Context: an optimization exercise on an open-source flow, tuned for small area. The choices shown serve that exercise and are no tape-out recipe.
Function was checked by simulation only, so behaviour that the tests miss may differ from the original.

// fme_satd_8x8
module fme_satd_8x8 (
    clk,
    rstn,
    cur_p0_i, cur_p1_i, cur_p2_i, cur_p3_i,
    cur_p4_i, cur_p5_i, cur_p6_i, cur_p7_i,
    sp0_i,    sp1_i,    sp2_i,    sp3_i,
    sp4_i,    sp5_i,    sp6_i,    sp7_i,
    sp_valid_i,
    satd_8x8_o,
    satd_8x8_valid_o
);
==> flow/config.mk <==
export PLATFORM = sky130hd
export DESIGN_NAME = fme_satd_8x8
export DESIGN_NICKNAME = fme_satd_8x8
export VERILOG_FILES = /design/flow/design.v
export SDC_FILE = /design/flow/constraint.sdc
export NUM_CORES = 4
export LEC_CHECK = 0
export CAP_MARGIN = 20
export CORE_MARGIN = 2
export CORE_UTILIZATION = 70
export SLEW_MARGIN = 20
==> flow/constraint.sdc <==
create_clock -name core_clock -period 7.0 [get_ports {clk}]
set_input_delay 1.4000 -clock core_clock [delete_from_list [all_inputs] [get_ports {clk}]]
set_output_delay 1.4000 -clock core_clock [all_outputs]
set_load 0.01 [all_outputs]
standard.sh (not shown) runs the stock make flow with config.mk's settings and CLKGATE_MAP_FILE= SYNTH_SCRIPT=/design/flow/synth_recipe.tcl, a recipe that flattens the netlist after the stock synthesis.
==> flow/flow/run.sh <==
#!/bin/bash
# Own layout flow: the standard layout (standard.sh) with three changes.
#  1. After the standard synthesis (unchanged), the combinational logic is mapped again
#     (post.tcl): registers, full/half adders and tie cells are kept as synthesized.
#  2. Port buffers use the smallest buffer cell (buffer_ports -buffer_cell).
#  3. Clock tree synthesis with clkbuf_8 buffers, sinks clustered by 16 within 75 um, and
#     no dummy loads.
# Each tool's output goes to its own log file in the work folder.
set -euo pipefail
W="$(cd "$(dirname "${BASH_SOURCE[0]}")/.." && pwd)"
cd "$W"
F="$W/flow"
PLAT="${FLOW_PLATFORM:-sky130hd}"
R="$W/orfs/results/$PLAT/fme_satd_8x8/base"
LIB="$FLOW_HOME/platforms/$PLAT/lib/sky130_fd_sc_hd__tt_025C_1v80.lib"
PORTBUF="BUFFER_PORTS_ARGS=-buffer_cell sky130_fd_sc_hd__buf_1"
# CTS as the standard flow runs it, with these settings and without dummy loads
CTS="CTS_ARGS=-sink_clustering_enable -repair_clock_nets -sink_clustering_size 18 -sink_clustering_max_diameter 75 -buf_list sky130_fd_sc_hd__clkbuf_8 -dont_use_dummy_load"

# 1. the standard synthesis
bash standard.sh "$PORTBUF" "$R/1_2_yosys.v" > "$W/log_1_synth.log" 2>&1
cp "$R/1_2_yosys.v" "$W/standard_1_2_yosys.v"

# 2. map the combinational logic again
P="$W/post"
mkdir -p "$P"
python3 "$F/gen_models.py" "$LIB" "$P/models.v" \
    sky130_fd_sc_hd__fa_1,sky130_fd_sc_hd__fa_2,sky130_fd_sc_hd__fa_4,sky130_fd_sc_hd__ha_1,sky130_fd_sc_hd__ha_2,sky130_fd_sc_hd__ha_4 \
    > "$W/log_2_models.log" 2>&1
POST_LIB="$LIB" POST_MODELS="$P/models.v" POST_NET="$W/standard_1_2_yosys.v" \
POST_TOP="${FLOW_TOP:-fme_satd_8x8}" POST_DIR="$P" POST_PY="$F/polarity.py" \
POST_ABC="$F/abc_area.script" POST_OUT="$P/1_2_yosys.v" \
    yosys -c "$F/post.tcl" > "$W/log_2_post.log" 2>&1
cp "$P/1_2_yosys.v" "$R/1_2_yosys.v"

# 3. the rest of the standard layout
bash standard.sh "$PORTBUF" "$CTS" finish > "$W/log_3_layout.log" 2>&1
==> flow/flow/abc_area.script <==
strash
dc2
dch
amap
topo
Other scripts of this flow, unchanged in this note and not shown: flow/flow/gen_models.py, flow/flow/polarity.py, flow/flow/post.tcl
The baseline finished clean.
Change:
--- a/flow/flow/run.sh
+++ b/flow/flow/run.sh
@@ -5,4 +5,3 @@
 #  2. Port buffers use the smallest buffer cell (buffer_ports -buffer_cell).
-#  3. Clock tree synthesis with clkbuf_8 buffers, sinks clustered by 16 within 75 um, and
-#     no dummy loads.
+#  3. Clock tree synthesis without dummy loads, with config.mk's clustering settings.
 # Each tool's output goes to its own log file in the work folder.
@@ -16,4 +15,4 @@
 PORTBUF="BUFFER_PORTS_ARGS=-buffer_cell sky130_fd_sc_hd__buf_1"
-# CTS as the standard flow runs it, with these settings and without dummy loads
-CTS="CTS_ARGS=-sink_clustering_enable -repair_clock_nets -sink_clustering_size 18 -sink_clustering_max_diameter 75 -buf_list sky130_fd_sc_hd__clkbuf_8 -dont_use_dummy_load"
+# CTS as the standard flow runs it with config.mk's settings, without dummy loads
+CTS="CTS_ARGS=-sink_clustering_enable -repair_clock_nets -sink_clustering_size 16 -sink_clustering_max_diameter 75 -buf_list sky130_fd_sc_hd__clkbuf_8 -dont_use_dummy_load"
 
==> flow/flow/abc_area.script (replaced) <==
strash
dch
amap
topo
- CORE_UTILIZATION: 70 -> 60
- CTS_BUF_LIST: default -> sky130_fd_sc_hd__clkbuf_8
- CTS_CLUSTER_DIAMETER: default -> 50
- CTS_CLUSTER_SIZE: default -> 16
Effect: The new run completed without violations; routed wire length climbs slightly; via count shrinks slightly; count of clock-buffer cells in the layout increases by 11; sequential share of layout area shrinks by 0.38 points; final area increases slightly; global-route usage falls by 3.2 points.
Change:
- CORE_UTILIZATION: 60 -> 88
- CTS_BUF_LIST: sky130_fd_sc_hd__clkbuf_8 -> default
- CTS_CLUSTER_DIAMETER: 50 -> default
- CTS_CLUSTER_SIZE: 16 -> default
- PLACE_DENSITY: default -> 0.92
Result:
- Now the flow died in global routing
- area after synthesis is unchanged
- synthesized cell count does not change
Change:
--- a/flow/flow/run.sh
+++ b/flow/flow/run.sh
@@ -16,3 +16,3 @@
 # CTS as the standard flow runs it with config.mk's settings, without dummy loads
-CTS="CTS_ARGS=-sink_clustering_enable -repair_clock_nets -sink_clustering_size 16 -sink_clustering_max_diameter 75 -buf_list sky130_fd_sc_hd__clkbuf_8 -dont_use_dummy_load"
+CTS="CTS_ARGS=-sink_clustering_enable -repair_clock_nets -sink_clustering_size 16 -sink_clustering_max_diameter 50 -buf_list sky130_fd_sc_hd__clkbuf_8 -dont_use_dummy_load"
 
- CORE_UTILIZATION: 88 -> 60
- CTS_BUF_LIST: default -> sky130_fd_sc_hd__clkbuf_8
- CTS_CLUSTER_DIAMETER: default -> 50
- CTS_CLUSTER_SIZE: default -> 16
- PLACE_DENSITY: 0.92 -> default
The new run finished with timing, DRC and antenna clean.
Synthesized area does not change.
Synthesized cell count is unchanged.

re-timing with driven ports:
The flow's constraints put no driver on any port. The routed layouts listed below were extracted and timed again, unchanged, in two steps. Step 1: set_driving_cell puts a clkbuf_16 on clk and a buf_2 on each other input, an assumption about the parent block. Step 2 moves the port delays by t, midway between the first and last clock arrival at a register: inputs arrive t later, outputs are due t later. That takes back most of the time a late clock gives input paths. Slacks: ideal / step 1 / step 2; pairs: ideal / step 1.
run | t, ns | setup slack, ns | worst register clock-pin slew, ns | worst slew at a driven data input, ns | cell pins on the clock port's net
the first run | 0.760 | 0.357 / 0.357 / 0.202 | 0.12 / 0.12 | 0.04 | 1
the second run | 0.722 | 0.376 / 0.376 / 0.344 | 0.11 / 0.11 | 0.04 | 1
the fourth run | 0.754 | 0.364 / 0.364 / 0.320 | 0.10 / 0.10 | 0.04 | 1
After both steps every run listed still meets setup and hold. For the first run, which loses most, drivers alone change the setup slack by 0.000 ns; drivers and shift together by -0.155 ns.
